From an optimization exercise on the open Yosys and OpenROAD flow, aimed at a short achievable clock period and few clock cycles; shortcuts taken in it are not production practice.
The RTL was checked by simulation tests, not by an equivalence proof against the original design.

Setup of 06-04:
// top
module top(
    input clk,
    input rst,
    output [8:0] RAM_address,
    output [7:0] RAM_data_in,
    input  [7:0] RAM_data_out,
    output RAM_rw
);
    wire [63:0][31:0] cw;
    wire [63:0][3:0]  cv, mn;
    wire [63:0]       comp, jmpw;
    wire [5:0]  lwa0, lwa1, fa0, fa1;
    wire [31:0] lw0, lw1;
    wire [3:0]  lwv0, lwv1;
    wire        wq_v0, wq_v1;
    wire [8:0]  wq_a0, wq_a1;
    wire        hd_v0, dr0, hd_v1, dr1, pop0, pop1;
    wire [8:0]  hd_a0, hd_a1;
    wire [7:0]  hd_d0, hd_d1;
    wire        port_rd, nx_rd;
    wire [8:0]  nx_a;
    core #(.pc_start(8'd0)) core0 (
        .clk(clk), .reset(rst),
        .cw(cw), .cv(cv), .mn(mn), .comp(comp), .jmpw(jmpw),
        .lwa(lwa0), .lw(lw0), .lwv(lwv0),
        .port_rd(port_rd), .port_addr(RAM_address), .port_data(RAM_data_out),
        .nx_rd(nx_rd), .nx_a(nx_a), .fa(fa0),
        .wq_v(wq_v0), .wq_a(wq_a0),
        .hd_v(hd_v0), .hd_a(hd_a0), .hd_d(hd_d0), .dr_urg(dr0), .pop(pop0)
    );
    core #(.pc_start(8'd4)) core1 (
        .clk(clk), .reset(rst),
        .cw(cw), .cv(cv), .mn(mn), .comp(comp), .jmpw(jmpw),
        .lwa(lwa1), .lw(lw1), .lwv(lwv1),
        .port_rd(port_rd), .port_addr(RAM_address), .port_data(RAM_data_out),
        .nx_rd(nx_rd), .nx_a(nx_a), .fa(fa1),
        .wq_v(wq_v1), .wq_a(wq_a1),
        .hd_v(hd_v1), .hd_a(hd_a1), .hd_d(hd_d1), .dr_urg(dr1), .pop(pop1)
    );
    bus system_bus (
        .clk(clk), .reset(rst),
        .cw(cw), .cv(cv), .mn(mn), .comp(comp), .jmpw(jmpw),
        .lwa0(lwa0), .lwa1(lwa1), .lw0(lw0), .lw1(lw1), .lwv0(lwv0), .lwv1(lwv1),
        .fa0(fa0), .fa1(fa1),
        .wq_v0(wq_v0), .wq_v1(wq_v1), .wq_a0(wq_a0), .wq_a1(wq_a1),
        .hd_v0(hd_v0), .dr0(dr0), .hd_v1(hd_v1), .dr1(dr1),
        .hd_a0(hd_a0), .hd_a1(hd_a1), .hd_d0(hd_d0), .hd_d1(hd_d1),
        .pop0(pop0), .pop1(pop1),
        .nx_rd(nx_rd), .nx_a(nx_a),
  ...
clock: 5.0 ns
lec_check: 0
abc_clock_period_in_ps: 2500
cap_margin: 20
core_margin: 2
core_utilization: 50
setup_slack_margin: 2.0
slew_margin: 20
tns_end_percent: 5
run.sh (not shown) runs the stock make flow with config.mk's settings and CLKGATE_MAP_FILE= SYNTH_SCRIPT=/design/flow/synth_recipe.tcl, a recipe that flattens the netlist after the stock synthesis.
06-04 was carried through to the last stage, and its layout satisfied the timing, DRC and antenna checks.
Testbench counts of 06-04, summed over its fixed seeds: cycles 21,463.
Changes in 11-24 relative to 06-04:
-- flow/design.v --
<<< 06-04, line 71
    logic [7:0]  fpc;          
    logic [5:0]  fa_r;         
    logic [1:0]  uph;          
    logic [31:0] tmp, tmp2;
>>> 11-24, line 71
    logic [7:0]  fpc;          
    logic [5:0]  fa_r;         
    logic [63:0] fsel;         
    logic [1:0]  uph;          
    logic [31:0] tmp, tmp2;
<<< 06-04, line 86
    logic        fe_r, fd_r, tk_r;
    logic [2:0]  aop;
    logic [7:0] y;
    ALU alu(.reg_1(e_a), .reg_2(e_b), .op(e_cur), .out(y));
>>> 11-24, line 87
    logic        fe_r, fd_r, tk_r;
    logic [2:0]  aop;
    function automatic logic [63:0] onehot(input logic [5:0] w);
        onehot = 64'd1 << w;
    endfunction
    logic [7:0] y;
    ALU alu(.reg_1(e_a), .reg_2(e_b), .op(e_cur), .out(y));
<<< 06-04, line 168
    assign fa = fa_r;
    wire [5:0]  fb = fa_r + 6'd1;
    logic [31:0] fw;
    logic [7:0]  nb3;
    logic [3:0]  fvv, nvv, fmn, nmn;
    logic        fcomp, fjmp, njmp;
    assign fw    = cw[fa_r];
    assign fvv   = cv[fa_r];
    assign fmn   = mn[fa_r];
    assign fcomp = comp[fa_r];
    assign fjmp  = jmpw[fa_r];
    assign nb3   = cw[fb][7:0];
    assign nvv   = cv[fb];
    assign nmn   = mn[fb];
    assign njmp  = jmpw[fb];
    wire [1:0]  o = fpc[1:0];
    wire        aligned = (o == 2'd0);
>>> 11-24, line 172
    assign fa = fa_r;
    wire [5:0]  fb = fa_r + 6'd1;
    wire [63:0] fsb = {fsel[62:0], fsel[63]};
    logic [31:0] fw;
    logic [7:0]  nb3;
    logic [3:0]  fvv, nvv, fmn, nmn;
    logic        fcomp, fjmp, njmp;
    always_comb begin
        fw = '0; nb3 = '0; fvv = '0; nvv = '0; fmn = '0; nmn = '0;
        fcomp = 1'b0; fjmp = 1'b0; njmp = 1'b0;
        for (int w = 0; w < 64; w++) begin
            fw    = fw    | (cw[w] & {32{fsel[w]}});
            fvv   = fvv   | (cv[w] & {4{fsel[w]}});
            fmn   = fmn   | (mn[w] & {4{fsel[w]}});
            fcomp = fcomp | (comp[w] & fsel[w]);
            fjmp  = fjmp  | (jmpw[w] & fsel[w]);
            nb3   = nb3   | (cw[w][7:0] & {8{fsb[w]}});
            nvv   = nvv   | (cv[w] & {4{fsb[w]}});
            nmn   = nmn   | (mn[w] & {4{fsb[w]}});
            njmp  = njmp  | (jmpw[w] & fsb[w]);
        end
    end
    wire [1:0]  o = fpc[1:0];
    wire        aligned = (o == 2'd0);
<<< 06-04, line 207
            fpc   <= pc_start;
            fa_r  <= pc_start[7:2];
            uph   <= 2'd0;
            fq_v  <= 1'b0;
>>> 11-24, line 218
            fpc   <= pc_start;
            fa_r  <= pc_start[7:2];
            fsel  <= onehot(pc_start[7:2]);
            uph   <= 2'd0;
            fq_v  <= 1'b0;
<<< 06-04, line 276
                fpc  <= e_tgt;
                fa_r <= e_tgt[7:2];
                uph  <= 2'd0;
            end else if (d_redir) begin
                fpc  <= d_tgt;
                fa_r <= d_tgt[7:2];
                uph  <= 2'd0;
            end else if (f_jmp) begin
                fpc  <= f_jt;
                fa_r <= f_jt[7:2];
                uph  <= 2'd0;
            end else if (f_out) begin
>>> 11-24, line 288
                fpc  <= e_tgt;
                fa_r <= e_tgt[7:2];
                fsel <= onehot(e_tgt[7:2]);
                uph  <= 2'd0;
            end else if (d_redir) begin
                fpc  <= d_tgt;
                fa_r <= d_tgt[7:2];
                fsel <= onehot(d_tgt[7:2]);
                uph  <= 2'd0;
            end else if (f_jmp) begin
                fpc  <= f_jt;
                fa_r <= f_jt[7:2];
                fsel <= onehot(f_jt[7:2]);
                uph  <= 2'd0;
            end else if (f_out) begin
<<< 06-04, line 292
                    fpc  <= nb3;
                    fa_r <= nb3[7:2];
                end else begin
                    fpc  <= fpc + 8'd4;
                    fa_r <= fb;
                end
            end else if (!aligned && uph == 2'd0 && u_ready) begin
>>> 11-24, line 307
                    fpc  <= nb3;
                    fa_r <= nb3[7:2];
                    fsel <= onehot(nb3[7:2]);
                end else begin
                    fpc  <= fpc + 8'd4;
                    fa_r <= fb;
                    fsel <= fsb;
                end
            end else if (!aligned && uph == 2'd0 && u_ready) begin
<<< 06-04, line 300
                uph  <= 2'd1;
                fa_r <= fb;
            end else if (uph == 2'd1) begin
                tmp2 <= fw;
>>> 11-24, line 317
                uph  <= 2'd1;
                fa_r <= fb;
                fsel <= fsb;
            end else if (uph == 2'd1) begin
                tmp2 <= fw;
==> results.txt <==
Compared with 06-04, 11-24 shows cell area after placement lower by 0.81%. Flop and latch count out of synthesis (11-24 vs. 06-04) increases by a few percent. 11-24 against 06-04: synthesized cell count climbed 2717; total standard cell area after synthesis dropped 2.9%; number of buffers created by CTS lower; maximum buffer depth of the clock tree stayed essentially flat; final RePlAce weighted congestion +0.17. 11-24 vs 06-04 — unique cell type count in the Yosys netlist rose 6. 06-04 completed; timing, DRC and antenna clean. Seen in the log of 11-24: GRT-0116 during 5_1_grt, after which the run never completed. Comparing 11-24 with 06-04, the initial standard-cell utilization of the core came out essentially unchanged. Sort 11-24 and 06-04 by clock sink count desc -> top: 11-24.
Testbench counts of 11-24, summed over its fixed seeds: cycles 21,463.

port drivers added, routing unchanged:
No port has a modelled driver above. Below, the same layout with a new extraction and two added sets of constraints.
Step 1: set_driving_cell puts a clkbuf_16 on clk and a buf_2 on each other input, an assumption about the parent block.
Step 2, shift: input delay + t, output delay - t, t = (earliest + latest rising clock arrival at the registers) / 2. This alone moves slack from input paths to output paths.
Three values: ideal ports, drivers, drivers and shift; two values: the first two.
run: 06-04
t, ns: 1.215
setup WS [ns]: 0.734 / 0.734 / 0.734
clock arrival spread, ns: 0.107 / 0.107
cell pins on the clock port's net: 1
After both steps 06-04 still meets setup and hold. For 06-04, drivers alone change the setup slack by 0.000 ns; drivers and shift together by 0.000 ns.
